Context: an optimization exercise on an open-source flow, tuned for small area, a short achievable clock period and few clock cycles per item. The choices shown serve that exercise and are no tape-out recipe.
The RTL was checked by simulation tests, not by an equivalence proof against the original design.
Power is estimated from default activity; no workload was simulated.

// Viterbi
module Viterbi (clk, reset, in_valid, in_word, in_ready,
                out_valid, out_tag, out_last, error);
    input clk, reset;
    input in_valid;
    input [7:0] in_word;
    output in_ready;
    output reg out_valid;
    output reg [3:0] out_tag;
    output reg out_last;
    output reg error;
reg hv, sv;
reg [7:0] hw, sw;
reg rdy;                       
wire pop;
assign in_ready = rdy;
wire in_acc = in_valid & rdy;
wire sv_next = sv ? ~pop : (hv & ~pop & in_acc);
always @(posedge clk) begin
    if (!reset) begin
        hv <= 1'b0;
        sv <= 1'b0;
        rdy <= 1'b1;
    end else begin
        rdy <= ~sv_next;
        sv <= sv_next;
        if (sv) begin
            if (pop) hw <= sw;
        end else if (hv) begin
            if (pop) begin
                hv <= in_acc;
                if (in_acc) hw <= in_word;
            end else if (in_acc)
                sw <= in_word;
        end else if (in_acc) begin
            hw <= in_word; hv <= 1'b1;
        end
    end
end
reg [4:0] wcnt;                
reg [1:0] live;                
reg [3:0] b0;                  
localparam [3:0] A1 = 4'd5;   
reg [1:0] pos;                 
reg tok_started;
reg prev_k;
wire is_ff = (hw == 8'hff);
wire is_word = (hw < 8'd95);
wire mode_err = hv & ((is_word & (wcnt == 5'd16)) | (is_ff & (wcnt == 5'd0)) | (~is_ff & ~is_word));
wire mode_init = hv & is_word & (wcnt == 5'd0);
wire mode_norm = hv & is_word & (wcnt != 5'd0) & (wcnt != 5'd16);
wire mode_fin = hv & is_ff & (wcnt != 5'd0);
wire [15:0] slots;
Emission_rom erom (.word(hw[6:0]), .slots(slots));
wire v0 = slots[7], v1 = slots[15];
wire [3:0] a0 = slots[6:3];
wire [2:0] e0 = slots[2:0], e1 = slots[10:8];
wire [3:0] j0 = mode_init ? 4'd0 : b0;
wire nz00, nz01, nz10, nz11;
Transition_nz tz00 (.ji({j0, a0}), .nz(nz00));
Transition_nz tz01 (.ji({A1, a0}), .nz(nz01));
Transition_nz tz10 (.ji({j0, A1}), .nz(nz10));
Transition_nz tz11 (.ji({A1, A1}), .nz(nz11));
  ...
export LEC_CHECK = 0
export CAP_MARGIN = 20
export CORE_MARGIN = 2
export CORE_UTILIZATION = 40
export PLACE_DENSITY = 0.6
export SLEW_MARGIN = 20
export SYNTH_MEMORY_MAX_BITS = 16384
create_clock -name core_clock -period 22.0 [get_ports {clk}]
run.sh (not shown) runs the stock make flow with config.mk's settings and CLKGATE_MAP_FILE= SYNTH_SCRIPT=/design/flow/synth_recipe.tcl, a recipe that flattens the netlist after the stock synthesis.
Testbench counts at the start, summed over its fixed seeds: cycles 4,834, words 3,918.
Next try:
==> flow/flow/run.sh (new file) <==
#!/bin/bash
# Own layout flow: the standard ORFS layout (standard.sh), with the timing
# repair steps (after floorplan, CTS and global route) aiming for a larger setup
# slack than 0 at the design's own clock period and constraints. If the
# finished layout comes within 3% of a max-slew or max-capacitance limit, the
# layout is made again with the next, smaller margin. Each attempt's make output
# is in flow_make_m<margin>.log and its ORFS logs and reports under
# orfs_m<margin>/ (the last attempt's stay in orfs/).
set -uo pipefail
MARGINS="16 15"
fits() {
  local r=orfs/reports/sky130hd/Viterbi/base/6_finish.rpt
  [[ -f $r && -f out/final.def ]] || return 1
  awk '
    /finish max_slew_check_slack_limit/ {getline; getline; s=$1}
    /finish max_capacitance_check_slack_limit/ {getline; getline; c=$1}
    END { exit !(s != "" && c != "" && s+0 >= 0.03 && c+0 >= 0.03) }' "$r"
}
last=""
for m in $MARGINS; do
  if [[ -n $last ]]; then
    mv orfs "orfs_m$last"
    rm -f out/final.def
  fi
  last=$m
  if bash standard.sh "SETUP_SLACK_MARGIN=$m" finish > "flow_make_m$m.log" 2>&1 && fits; then
    exit 0
  fi
done
[[ -f out/final.def ]]
==> flow/standard.sh (new file) <==
#!/bin/bash
# synth_recipe.tcl (not shown) runs the flow's synth.tcl, then flattens the netlist and writes it again
# the make line also repeats each setting of config.mk as NAME=value (left out here)
make -C /OpenROAD-flow-scripts/flow DESIGN_CONFIG=/design/flow/config.mk WORK_HOME=/design/flow/orfs CLKGATE_MAP_FILE= SYNTH_SCRIPT=/design/flow/synth_recipe.tcl "${@:-finish}"
removed: flow/run.sh
Global-route usage increases by 0.72 points.
Final cell count increases by about 2.6%.
Sequential power hardly moves.
Routed wire length increases by 2.2%.
Setup slack is better by 0.88 ns.
Design area increases by 4.9%.
Combinational power increases by 34%.
Clock power increases by about 9%.
Clock skew decreases by 0.023 ns.
Fmax increases by about 13%.

re-timing with driven ports:
The flow's constraints put no driver on any port. The routed layouts listed below were extracted and timed again, unchanged, in two steps.
Step 1 assumes that a clkbuf_16 drives the clock port and a buf_2 every other input.
Step 2 also shifts input and output timing later by t, the mid clock arrival at the registers, as if the neighbouring blocks saw the same clock.
a / b / c = no drivers / after step 1 / after step 2; a / b = the first two.
run | shift t [ns] | setup slack, ns | worst setup path after step 2
the first run | 0.715 | 14.534 / 14.534 / 14.534 | register to register
the second run | 0.716 | 15.413 / 15.413 / 15.413 | register to register
After both steps setup and hold are still met in every run listed.
